Background: an optimization exercise with open tools, aiming at small area and a short achievable clock period. Do not read the settings as production practice. At most, simulation tests tie the RTL to the original design; equivalence was not proved.

== red ==
## alu_reg
module alu_reg (
  input clk,
  input [7:0] a,
  input [7:0] b,
  input [3:0] mode,
  output reg [7:0] s,
  output reg cout
);
  reg [7:0] a_q, b_q;
  reg [3:0] mode_q;
  wire [7:0] s_w;
  wire cout_w;
  alu_8_bits alu (.s(s_w), .cout(cout_w), .mode(mode_q), .a(a_q), .b(b_q));
  always @(posedge clk) begin
    a_q <= a;
    b_q <= b;
    mode_q <= mode;
    s <= s_w;
    cout <= cout_w;
  end
endmodule
==> module alu_md_step, before the edit <==
module alu_md_step #(parameter W = 1) (dv, x, m, d, hz, q, r);
  input          dv;
  input  [W-1:0] x, m, d;
  input          hz;
  output         q;
  output [W-1:0] r;
  wire [W-1:0] op = dv ? ~d : m;
  wire [W:0]   y  = {1'b0, x} + {1'b0, op} + {{W{1'b0}}, dv};
  assign q = hz & y[W];
  assign r = (dv & ~q) ? x : y[W-1:0];
endmodule
==> module alu_8_bits, before the edit <==
module alu_8_bits(s, cout, mode, a, b);
  input [7:0] a, b;
  input [3:0] mode;
  output [7:0] s;
  output cout;
  wire       sub = (mode == 4'd1) | (mode == 4'd14);
  wire [8:0] sum = {1'b0, a} + {sub, b ^ {8{sub}}} + {8'd0, sub};
  wire       eq  = (a == b);
  wire       gt  = ~sum[8] & ~eq;
  wire dv = mode[0];
  wire q7, q6, q5, q4, q3, q2, q1, q0;
  wire [0:0] r7; wire [1:0] r6; wire [2:0] r5; wire [3:0] r4;
  wire [4:0] r3; wire [5:0] r2; wire [6:0] r1; wire [7:0] r0;
  assign q7 = (b[7:1] == 7'd0) & (a[7] | ~b[0]);
  assign r7 = dv ? (a[7] & ~(q7 & b[0])) : (a[1] & b[7]);
  alu_md_step #(2) s6 (.dv(dv), .x({r7, dv ? a[6] : a[0] & b[7]}), .m(a[2:1] & {2{b[6]}}),
                       .d(b[1:0]), .hz(b[7:2] == 6'd0), .q(q6), .r(r6));
  alu_md_step #(3) s5 (.dv(dv), .x({r6, dv ? a[5] : a[0] & b[6]}), .m(a[3:1] & {3{b[5]}}),
                       .d(b[2:0]), .hz(b[7:3] == 5'd0), .q(q5), .r(r5));
  alu_md_step #(4) s4 (.dv(dv), .x({r5, dv ? a[4] : a[0] & b[5]}), .m(a[4:1] & {4{b[4]}}),
                       .d(b[3:0]), .hz(b[7:4] == 4'd0), .q(q4), .r(r4));
  alu_md_step #(5) s3 (.dv(dv), .x({r4, dv ? a[3] : a[0] & b[4]}), .m(a[5:1] & {5{b[3]}}),
                       .d(b[4:0]), .hz(b[7:5] == 3'd0), .q(q3), .r(r3));
  alu_md_step #(6) s2 (.dv(dv), .x({r3, dv ? a[2] : a[0] & b[3]}), .m(a[6:1] & {6{b[2]}}),
                       .d(b[5:0]), .hz(b[7:6] == 2'd0), .q(q2), .r(r2));
  alu_md_step #(7) s1 (.dv(dv), .x({r2, dv ? a[1] : a[0] & b[2]}), .m(a[7:1] & {7{b[1]}}),
                       .d(b[6:0]), .hz(~b[7]), .q(q1), .r(r1));
  alu_md_step #(8) s0 (.dv(dv), .x({r1, dv ? a[0] : a[0] & b[1]}), .m({1'b0, a[7:1]} & {8{b[0]}}),
                       .d(b[7:0]), .hz(1'b1), .q(q0), .r(r0));
  wire [8:0] prod = {r0, a[0] & b[0]};
  wire [7:0] quo  = (b != 8'd0) ? {q7, q6, q5, q4, q3, q2, q1, q0} : 8'd0;
  reg [8:0] r;
  assign s = r[7:0];
  assign cout = r[8];
  always @(*) begin
    case (mode)
      4'd0:  r = sum;
      4'd1:  r = sum;
      4'd2:  r = prod;
      4'd3:  r = {1'b0, quo};
      4'd4:  r = {a, 1'b0};
      4'd5:  r = {2'b0, a[7:1]};
      4'd6:  r = {1'b0, a[6:0], a[7]};
      4'd7:  r = {1'b0, a[0], a[7:1]};
      4'd8:  r = {1'b0, a & b};
      4'd9:  r = {1'b0, a | b};
      4'd10: r = {1'b0, a ^ b};
      4'd11: r = {1'b1, ~(a | b)};
      4'd12: r = {1'b1, ~(a & b)};
      4'd13: r = {1'b1, ~(a ^ b)};
      4'd14: r = {8'd0, gt};
      default: r = {8'd0, eq};
    endcase
  end
endmodule
export LEC_CHECK = 0
export ABC_AREA = 1
export CAP_MARGIN = 20
export CORE_MARGIN = 2
export CORE_UTILIZATION = 40
export SLEW_MARGIN = 20
create_clock -name core_clock -period 11.0 [get_ports {clk}]
run.sh (not shown) runs the stock make flow with config.mk's settings and CLKGATE_MAP_FILE= SYNTH_SCRIPT=/design/flow/synth_recipe.tcl, a recipe that flattens the netlist after the stock synthesis.
Input changes introduced in blue (baseline for comparison: red):
==> flow/design.v <==
module alu_reg (
  input clk,
  input [7:0] a,
  input [7:0] b,
  input [3:0] mode,
  output reg [7:0] s,
  output reg cout
);
  reg [7:0] a_q, b_q;
  reg [3:0] mode_q;
  wire [7:0] s_w;
  wire cout_w;
  alu_8_bits alu (.s(s_w), .cout(cout_w), .mode(mode_q), .a(a_q), .b(b_q));
  always @(posedge clk) begin
    a_q <= a;
    b_q <= b;
    mode_q <= mode;
    s <= s_w;
    cout <= cout_w;
  end
endmodule

`timescale 1ns / 1ps
module alu_div_step #(parameter W = 1) (t, d, hz, q, r);
  input  [W-1:0] t, d;
  input          hz;
  output         q;
  output [W-1:0] r;
  wire [W:0] diff = {1'b0, t} - {1'b0, d};
  assign q = hz & ~diff[W];
  assign r = q ? diff[W-1:0] : t;
endmodule
module alu_8_bits(s, cout, mode, a, b);
  input [7:0] a, b;
  input [3:0] mode;
  output [7:0] s;
  output cout;
  wire       sub = (mode == 4'd1) | (mode == 4'd14);
  wire [8:0] sum = {1'b0, a} + {sub, b ^ {8{sub}}} + {8'd0, sub};
  wire       eq  = (a == b);
  wire       gt  = ~sum[8] & ~eq;
  wire [8:0] prod = a * b;
  wire [6:0] r7; wire [6:0] r6w;
  wire q7, q6, q5, q4, q3, q2, q1, q0;
  wire [0:0] d7r; wire [1:0] d6r; wire [2:0] d5r; wire [3:0] d4r;
  wire [4:0] d3r; wire [5:0] d2r; wire [6:0] d1r; wire [7:0] d0r;
  alu_div_step #(1) s7 (.t(a[7]),              .d(b[0]),   .hz(b[7:1] == 0), .q(q7), .r(d7r));
  alu_div_step #(2) s6 (.t({d7r, a[6]}),       .d(b[1:0]), .hz(b[7:2] == 0), .q(q6), .r(d6r));
  alu_div_step #(3) s5 (.t({d6r, a[5]}),       .d(b[2:0]), .hz(b[7:3] == 0), .q(q5), .r(d5r));
  alu_div_step #(4) s4 (.t({d5r, a[4]}),       .d(b[3:0]), .hz(b[7:4] == 0), .q(q4), .r(d4r));
  alu_div_step #(5) s3 (.t({d4r, a[3]}),       .d(b[4:0]), .hz(b[7:5] == 0), .q(q3), .r(d3r));
  alu_div_step #(6) s2 (.t({d3r, a[2]}),       .d(b[5:0]), .hz(b[7:6] == 0), .q(q2), .r(d2r));
  alu_div_step #(7) s1 (.t({d2r, a[1]}),       .d(b[6:0]), .hz(b[7] == 0),   .q(q1), .r(d1r));
  alu_div_step #(8) s0 (.t({d1r, a[0]}),       .d(b[7:0]), .hz(1'b1),        .q(q0), .r(d0r));
  wire [7:0] quo = (b != 0) ? {q7, q6, q5, q4, q3, q2, q1, q0} : 8'd0;
  reg [8:0] r;
  assign s = r[7:0];
  assign cout = r[8];
  always @(*) begin
    case (mode)
      4'd0:  r = sum;
      4'd1:  r = sum;
      4'd2:  r = prod;
      4'd3:  r = {1'b0, quo};
      4'd4:  r = {a, 1'b0};
      4'd5:  r = {2'b0, a[7:1]};
      4'd6:  r = {1'b0, a[6:0], a[7]};
      4'd7:  r = {1'b0, a[0], a[7:1]};
      4'd8:  r = {1'b0, a & b};
      4'd9:  r = {1'b0, a | b};
      4'd10: r = {1'b0, a ^ b};
      4'd11: r = {1'b1, ~(a | b)};
      4'd12: r = {1'b1, ~(a & b)};
      4'd13: r = {1'b1, ~(a ^ b)};
      4'd14: r = {8'd0, gt};
      default: r = {8'd0, eq};
    endcase
  end
endmodule
Notes after the runs:
After detailed routing, red needs more wire than blue. From red to blue the numbers moved as follows: register-to-register slack went up 0.87 ns, sequential share of layout area went down 0.57 points, final instance area went up 4.1%, highest net fanout along the worst path went down 4. Total overflow reported by the global router came out exactly the same in blue and red. Of blue and red, the run reporting the higher global placer's final weighted congestion was red. The run showing the smaller non-clock buffer count is blue. The normalized max-slew margin reported for blue is greater than that of red by 8.3 points. Final critical-path share of the clock period in blue is 7.9 points lower than in red. Of blue and red, it is blue that has the higher number of nets in the layout.
Function was not checked in any run of this note: the RTL went through the layout flow alone.

* * *

alu_reg, a different RTL version from the one above (not shown whole).
Size: roughly 690 cells after synthesis, ~29 flip-flops, about 30 I/O pins.
==> module alu_pfc, before the edit <==
module alu_pfc #(parameter N = 8) (x, y, ci, sum, co);
  input  [N-1:0] x, y;
  input          ci;
  output [N-1:0] sum;
  output         co;
  localparam L = (N > 8) ? 4 : (N > 4) ? 3 : (N > 2) ? 2 : 1;
  wire [N-1:0] g [0:L];
  wire [N-1:0] p [0:L];
  assign g[0] = (x & y) | {{(N-1){1'b0}}, (x[0] | y[0]) & ci};
  assign p[0] = x | y;
  genvar l, i;
  generate for (l = 0; l < L; l = l + 1) begin : lvl
    for (i = 0; i < N; i = i + 1) begin : bit_
      if ((i >> l) & 1) begin : join_
        localparam integer J = ((i >> l) << l) - 1;
        assign g[l+1][i] = g[l][i] | (p[l][i] & g[l][J]);
        assign p[l+1][i] = p[l][i] & p[l][J];
      end else begin : pass_
        assign g[l+1][i] = g[l][i];
        assign p[l+1][i] = p[l][i];
      end
    end
  end endgenerate
  assign sum = x ^ y ^ {g[L][N-2:0], ci};
  assign co = g[L][N-1];
endmodule
==> module alu_8_bits, before the edit <==
module alu_8_bits(s, cout, mode, a, b);
  input [7:0] a, b;
  input [3:0] mode;
  output [7:0] s;
  output cout;
  wire [15:0] m = 16'd1 << mode;
  wire sub = m[1] | m[14];
  wire [7:0] bb = b ^ {8{sub}};
  wire [7:0] p = a ^ bb;
  wire [7:0] s8; wire c8;
  alu_pfc #(8) addsub (.x(a), .y(bb), .ci(sub), .sum(s8), .co(c8));
  wire [8:0] sum = {c8 ^ sub, s8};
  wire eq = ~|p;
  wire gt = c8 & ~&p;
  wire [7:0] g = a & b;
  wire G = m[8] | m[9] | m[11] | m[12];
  wire P = m[9] | m[10] | m[11] | m[13];
  wire inv = m[11] | m[12] | m[13];
  wire lg = m[8] | m[9] | m[10] | inv;
  wire [7:0] f = ((g & {8{G}}) | (p & {8{P}})) ^ {8{inv}};
  wire [7:0] b3s; wire b3c;
  alu_pfa #(8) b3a (.x({1'b0, b[7:1]}), .y(b), .sum(b3s), .co(b3c));
  wire [9:0] b3 = {b3c, b3s, b[0]};
  function [8:0] pick(input [1:0] d, input [8:0] b1, input [8:0] b3x);
    case (d)
      2'd0: pick = 9'd0;
      2'd1: pick = b1;
      2'd2: pick = {b1[7:0], 1'b0};
      default: pick = b3x;
    endcase
  endfunction
  wire [8:0] m0 = pick(a[1:0], {1'b0, b}, b3[8:0]);
  wire [8:0] m1 = pick(a[3:2], {1'b0, b}, b3[8:0]);
  wire [8:0] m2 = pick(a[5:4], {1'b0, b}, b3[8:0]);
  wire [8:0] m3 = pick(a[7:6], {1'b0, b}, b3[8:0]);
  wire [8:0] prod;
  alu_mul9 mul (.m0(m0), .m1(m1[6:0]), .m2(m2[4:0]), .m3(m3[2:0]), .p(prod));
  wire [1:0] qa, qb, qc, qd;
  wire [1:0] ra; wire [3:0] rb; wire [5:0] rc; wire [7:0] rd;
  alu_div4_step #(2) d3s (.t(a[7:6]), .d1(b[1:0]), .d2({b[0], 1'b0}), .d3(b3[1:0]),
    .hz1(b[7:2] == 0), .hz2(b[7:1] == 0), .hz3(b <= 8'd1), .q(qa), .r(ra));
  alu_div4_step #(4) d2s (.t({ra, a[5:4]}), .d1(b[3:0]), .d2({b[2:0], 1'b0}), .d3(b3[3:0]),
    .hz1(b[7:4] == 0), .hz2(b[7:3] == 0), .hz3(b <= 8'd5), .q(qb), .r(rb));
  alu_div4_step #(6) d1s (.t({rb, a[3:2]}), .d1(b[5:0]), .d2({b[4:0], 1'b0}), .d3(b3[5:0]),
    .hz1(b[7:6] == 0), .hz2(b[7:5] == 0), .hz3(b <= 8'd21), .q(qc), .r(rc));
  alu_div4_step #(8) d0s (.t({rc, a[1:0]}), .d1(b[7:0]), .d2({b[6:0], 1'b0}), .d3(b3[7:0]),
    .hz1(1'b1), .hz2(~b[7]), .hz3(b <= 8'd85), .q(qd), .r(rd));
  wire [7:0] quo = {qa, qb, qc, qd} & {8{|b}};
  wire ar  = m[0] | m[1];
  wire shl = m[4] | m[6];
  wire shr = m[5] | m[7];
  assign s = (sum[7:0] & {8{ar}}) | (prod[7:0] & {8{m[2]}}) | (quo & {8{m[3]}})
           | (f & {8{lg}}) | ({a[6:0], 1'b0} & {8{shl}}) | ({1'b0, a[7:1]} & {8{shr}})
           | {7'd0, (m[6] & a[7]) | (m[14] & gt) | (m[15] & eq)} | {m[7] & a[0], 7'd0};
  assign cout = (ar & sum[8]) | (m[2] & prod[8]) | (m[4] & a[7]) | inv;
endmodule
export LEC_CHECK = 0
export ABC_AREA = 1
export CAP_MARGIN = 20
export CORE_MARGIN = 2
export CORE_UTILIZATION = 40
export CTS_BUF_LIST = sky130_fd_sc_hd__clkbuf_8
export SETUP_SLACK_MARGIN = 5
export SLEW_MARGIN = 20
export TNS_END_PERCENT = 0
create_clock -name core_clock -period 11.0 [get_ports {clk}]
standard.sh (not shown) runs the stock make flow with config.mk's settings and CLKGATE_MAP_FILE= SYNTH_SCRIPT=/design/flow/synth_recipe.tcl, a recipe that flattens the netlist after the stock synthesis.
==> flow/flow/run.sh <==
#!/bin/bash
set -euo pipefail
MARGIN=7
BUFCELL=sky130_fd_sc_hd__buf_1
sed -e "s/SETUP_SLACK_MARGIN=[-0-9.]*/SETUP_SLACK_MARGIN=${MARGIN}/" \
    -e "s/\"\\\${@:-finish}\"/BUFFER_PORTS_ARGS=\"-buffer_cell ${BUFCELL}\" \"\${@:-finish}\"/" \
    standard.sh > layout.sh
bash standard.sh synth > make_synth.log 2>&1
bash layout.sh > make_layout.log 2>&1
The first run completed with no timing, DRC or antenna violations.
Change:
--- a/flow/design.v
+++ b/flow/design.v
@@ -72,32 +72,6 @@
   assign sum = x ^ y ^ {g[L][W-2:0], 1'b0};
   assign co = g[L][W-1];
 endmodule
-module alu_pfc #(parameter N = 8) (x, y, ci, sum, co);
-  input  [N-1:0] x, y;
-  input          ci;
-  output [N-1:0] sum;
-  output         co;
-  localparam L = (N > 8) ? 4 : (N > 4) ? 3 : (N > 2) ? 2 : 1;
-  wire [N-1:0] g [0:L];
-  wire [N-1:0] p [0:L];
-  assign g[0] = (x & y) | {{(N-1){1'b0}}, (x[0] | y[0]) & ci};
-  assign p[0] = x | y;
-  genvar l, i;
-  generate for (l = 0; l < L; l = l + 1) begin : lvl
-    for (i = 0; i < N; i = i + 1) begin : bit_
-      if ((i >> l) & 1) begin : join_
-        localparam integer J = ((i >> l) << l) - 1;
-        assign g[l+1][i] = g[l][i] | (p[l][i] & g[l][J]);
-        assign p[l+1][i] = p[l][i] & p[l][J];
-      end else begin : pass_
-        assign g[l+1][i] = g[l][i];
-        assign p[l+1][i] = p[l][i];
-      end
-    end
-  end endgenerate
-  assign sum = x ^ y ^ {g[L][N-2:0], ci};
-  assign co = g[L][N-1];
-endmodule
 module alu_div4_step #(parameter W = 2) (t, d1, d2, d3, hz1, hz2, hz3, q, r);
   input  [W-1:0] t, d1, d2, d3;
   input          hz1, hz2, hz3;
@@ -156,11 +130,15 @@
   wire sub = m[1] | m[14];
   wire [7:0] bb = b ^ {8{sub}};
   wire [7:0] p = a ^ bb;
-  wire [7:0] s8; wire c8;
-  alu_pfc #(8) addsub (.x(a), .y(bb), .ci(sub), .sum(s8), .co(c8));
-  wire [8:0] sum = {c8 ^ sub, s8};
+  wire [8:0] c;
+  assign c[0] = sub;
+  genvar j;
+  generate for (j = 0; j < 8; j = j + 1) begin : add_
+    assign c[j+1] = (a[j] & bb[j]) | (p[j] & c[j]);
+  end endgenerate
+  wire [8:0] sum = {c[8] ^ sub, p ^ c[7:0]};
   wire eq = ~|p;
-  wire gt = c8 & ~&p;
+  wire gt = c[8] & ~&p;
   wire [7:0] g = a & b;
   wire G = m[8] | m[9] | m[11] | m[12];
   wire P = m[9] | m[10] | m[11] | m[13];
Result: The new run completed without violations. Core utilization came out higher by 2.9 points. Fmax came out higher by about 5.4%. Design area came out higher by about 1.7%. Worst setup slack gains 0.25 ns. Synthesized cell count came out lower by about 2.8%. Global-route usage came out higher by 0.44 points.
The RTL of the first run of this note was laid out without a check of its function.

re-timing with driven ports:
In the flow no input, the clock included, has a driving cell. The finished layouts below were timed again as built, in two steps.
Step 1: set_driving_cell puts a clkbuf_16 on clk and a buf_2 on each other input, an assumption about the parent block.
Step 2 moves the port delays by t, midway between the first and last clock arrival at a register: inputs arrive t later, outputs are due t later. That takes back most of the time a late clock gives input paths.
Three values: ideal ports, drivers, drivers and shift; two values: the first two.
| run | t, ns | setup slack, ns | worst setup path after step 2 | slew at the worst register clock pin (ns) | worst data-port slew with drivers (ns) |
|---|---|---|---|---|---|
| red | 0.317 | 0.762 / 0.762 / 0.762 | register to register | 0.08 / 0.08 | 0.03 |
| blue | 0.318 | 1.634 / 1.634 / 1.634 | register to register | 0.06 / 0.06 | 0.03 |
| the first run of note 2 | 0.330 | 6.250 / 6.250 / 6.250 | register to register | 0.09 / 0.09 | 0.03 |
| the second run of note 2 | 0.333 | 6.495 / 6.495 / 6.495 | register to register | 0.09 / 0.09 | 0.04 |
After both steps every run listed still meets setup and hold.
